What follows belongs to an exercise in optimizing a design on an open flow for small area and a short achievable clock period; a production flow would make more cautious choices. Only simulation tests tie the RTL to the original design; equivalence was not proved.

// IDP_encoder_42
module IDP_encoder_42(
  input wire [28:0] datain,
  input wire clock,
  output wire [41:0] codeout
);
==> flow/config.mk <==
export PLATFORM = sky130hd
export DESIGN_NAME = IDP_encoder_42
export DESIGN_NICKNAME = IDP_encoder_42
export VERILOG_FILES = /design/flow/design.v
export SDC_FILE = /design/flow/constraint.sdc
export NUM_CORES = 4
export LEC_CHECK = 0
export ABC_AREA = 1
export CAP_MARGIN = 20
export CORE_MARGIN = 2
export CORE_UTILIZATION = 45
export CTS_BUF_LIST = sky130_fd_sc_hd__clkbuf_8
export CTS_CLUSTER_DIAMETER = 150
export CTS_CLUSTER_SIZE = 40
export PLACE_DENSITY = 0.75
export SLEW_MARGIN = 20
==> flow/constraint.sdc <==
create_clock -name core_clock -period 70.0 [get_ports {clock}]
set_input_delay 14.0000 -clock core_clock [delete_from_list [all_inputs] [get_ports {clock}]]
set_output_delay 14.0000 -clock core_clock [all_outputs]
set_load 0.01 [all_outputs]
standard.sh (not shown) runs the stock make flow with config.mk's settings and CLKGATE_MAP_FILE= SYNTH_SCRIPT=/design/flow/synth_recipe.tcl, a recipe that flattens the netlist after the stock synthesis.
==> flow/flow/run.sh <==
#!/bin/bash
set -euo pipefail
W=$(pwd)
rm -rf "$W/scripts_mod"
cp -r "$FLOW_HOME/scripts" "$W/scripts_mod"
cp "$W/flow/abc_area.script" "$W/scripts_mod/abc_area.script"
EXTRA=()
if [[ -f "$W/flow/make_args" ]]; then mapfile -t EXTRA < "$W/flow/make_args"; fi
bash "$W/standard.sh" SCRIPTS_DIR="$W/scripts_mod" "${EXTRA[@]}" finish > "$W/orfs_make.log" 2>&1 || { tail -50 "$W/orfs_make.log"; exit 1; }
tail -5 "$W/orfs_make.log"
==> flow/flow/abc_area.script <==
strash
dc2
dch -f
map -D 12500
strash
dch -f
map -D 12500
topo
buffer -c
upsize -c -D 12500
dnsize -c -D 12500
==> flow/flow/make_args <==
BUFFER_PORTS_ARGS=-buffer_cell sky130_fd_sc_hd__buf_1
The first run passed the timing, DRC and antenna checks.
==> next run, changes <==
==> flow/flow/abc_area.script (replaced) <==
strash
dc2
dch -f
map -D 11000
strash
dch -f
map -D 11000
topo
buffer -c
upsize -c -D 11000
dnsize -c -D 11000
After rerunning: Critical path depth drops by 2. Sequential share of layout area drops by 0.47 points. Final area climbs by 7.3%. Worst setup slack improves by 1.9 ns. Wire length shrinks by 0.47%.
==> next run, changes <==
==> flow/run.sh (new file) <==
#!/bin/bash
# synth_recipe.tcl (not shown) runs the flow's synth.tcl, then flattens the netlist and writes it again
# the make line also repeats each setting of config.mk as NAME=value (left out here)
make -C /OpenROAD-flow-scripts/flow DESIGN_CONFIG=/design/flow/config.mk WORK_HOME=/design/flow/orfs CLKGATE_MAP_FILE= SYNTH_SCRIPT=/design/flow/synth_recipe.tcl finish
Settings changed: CTS_BUF_LIST sky130_fd_sc_hd__clkbuf_8 to default, CTS_CLUSTER_DIAMETER 150 to 60, CTS_CLUSTER_SIZE 40 to 10, PLACE_DENSITY 0.75 to default.
removed: flow/flow/run.sh
removed: flow/flow/abc_area.script
removed: flow/flow/make_args
removed: flow/standard.sh
The changed run finished clean.
Die area grows by 36%.
Via count grows by 42%.
Core utilization grows by 0.14 points.
Synthesized cell count grows by 49%.
Clock-buffer cell count is unchanged.
Wire length grows by 51%.
Global-route usage grows by 2.7 points.
Sequential share of layout area shrinks by 1.8 points.
==> next run, changes <==
==> flow/flow/run.sh (new file) <==
#!/bin/bash
set -euo pipefail
W=$(pwd)
rm -rf "$W/scripts_mod"
cp -r "$FLOW_HOME/scripts" "$W/scripts_mod"
cp "$W/flow/abc_area.script" "$W/scripts_mod/abc_area.script"
EXTRA=()
if [[ -f "$W/flow/make_args" ]]; then mapfile -t EXTRA < "$W/flow/make_args"; fi
bash "$W/standard.sh" SCRIPTS_DIR="$W/scripts_mod" "${EXTRA[@]}" finish > "$W/orfs_make.log" 2>&1 || { tail -50 "$W/orfs_make.log"; exit 1; }
tail -5 "$W/orfs_make.log"
==> flow/flow/abc_area.script (new file) <==
strash
dc2
dch -f
map -D 12000
strash
dch -f
map -D 12000
topo
buffer -c
upsize -c -D 12000
dnsize -c -D 12000
==> flow/flow/make_args (new file) <==
BUFFER_PORTS_ARGS=-buffer_cell sky130_fd_sc_hd__buf_1
==> flow/standard.sh (new file) <==
#!/bin/bash
# synth_recipe.tcl (not shown) runs the flow's synth.tcl, then flattens the netlist and writes it again
# the make line also repeats each setting of config.mk as NAME=value (left out here)
make -C /OpenROAD-flow-scripts/flow DESIGN_CONFIG=/design/flow/config.mk WORK_HOME=/design/flow/orfs CLKGATE_MAP_FILE= SYNTH_SCRIPT=/design/flow/synth_recipe.tcl "${@:-finish}"
Settings changed: CTS_BUF_LIST from default to sky130_fd_sc_hd__clkbuf_8, CTS_CLUSTER_DIAMETER 60 to 150, CTS_CLUSTER_SIZE 10 to 40, GPL_ROUTABILITY_DRIVEN from default to 0, GPL_TIMING_DRIVEN from default to 0, PLACE_DENSITY from default to 0.75.
removed: flow/run.sh
After rerunning: The new run went through all stages and came out clean; worst hold slack is worse by 0.39 ns; first-iteration DRC count came out higher by a few percent; clock-buffer cell count does not change; cell area decreases by a quarter to a third; routed wire length shrinks by well over a third; setup slack loses 3.0 ns; final cell count goes down by a quarter to a third.
==> next run, changes <==
--- a/flow/flow/abc_area.script
+++ b/flow/flow/abc_area.script
@@ -1 +1,5 @@
+strash
+dc2
+dch -f
+map -D 12000
 strash
Settings changed: GPL_ROUTABILITY_DRIVEN 0 to default, GPL_TIMING_DRIVEN 0 to default.
Result:
- die area goes down slightly
- sequential share of layout area came out higher by 0.17 points
- worst setup slack is better by 0.36 ns
- final area shrinks by a few percent
- via count increases slightly
- sequential cell count does not change
- hold slack degrades by 0.18 ns
- area after synthesis came out lower slightly
==> next run, changes <==
==> flow/flow/abc_area.script (replaced) <==
strash
dc2
dch -f
map -D 12000
strash
dch -f
map -D 12000
topo
buffer -c
upsize -c -D 12000
dnsize -c -D 12000
What happened: Via count shrinks by about 0.36%. Worst setup slack degrades by 0.15 ns. Final area is higher by about 0.7%. First-iteration DRC count hardly moves. Count of clock-buffer cells in the layout rises by 2.

[what the ideal ports hide]
In the flow no input, the clock included, has a driving cell. The finished layouts below were timed again as built, in two steps.
Step 1 sets driving cells, clkbuf_16 on the clock port and buf_2 on the other inputs (assumed; they add their load-dependent delay and slew).
Step 2 also shifts input and output timing later by t, the mid clock arrival at the registers, as if the neighbouring blocks saw the same clock.
Slacks: no drivers / after step 1 / after step 2; pairs: no drivers / after step 1.
run | t (ns) | setup slack, ns | hold WS [ns] | worst setup path after step 2
the first run | 0.326 | 39.426 / 39.394 / 39.719 | 14.339 / 14.335 / 14.416 | register to output
the second run | 0.322 | 41.334 / 41.300 / 41.622 | 14.206 / 14.193 / 14.414 | register to output
the third run | 0.349 | 43.175 / 43.132 / 43.481 | 14.670 / 14.650 / 14.742 | register to output
the fourth run | 0.346 | 40.125 / 40.089 / 40.434 | 14.283 / 14.265 / 14.403 | register to output
the fifth run | 0.333 | 40.484 / 40.456 / 40.162 | 14.098 / 14.089 / 14.422 | input to register
the sixth run | 0.347 | 40.333 / 40.299 / 40.484 | 14.241 / 14.227 / 14.399 | input to register
After both steps setup and hold are still met in every run listed. For the fifth run, which loses most, drivers alone change the setup slack by -0.028 ns; drivers and shift together by -0.322 ns.
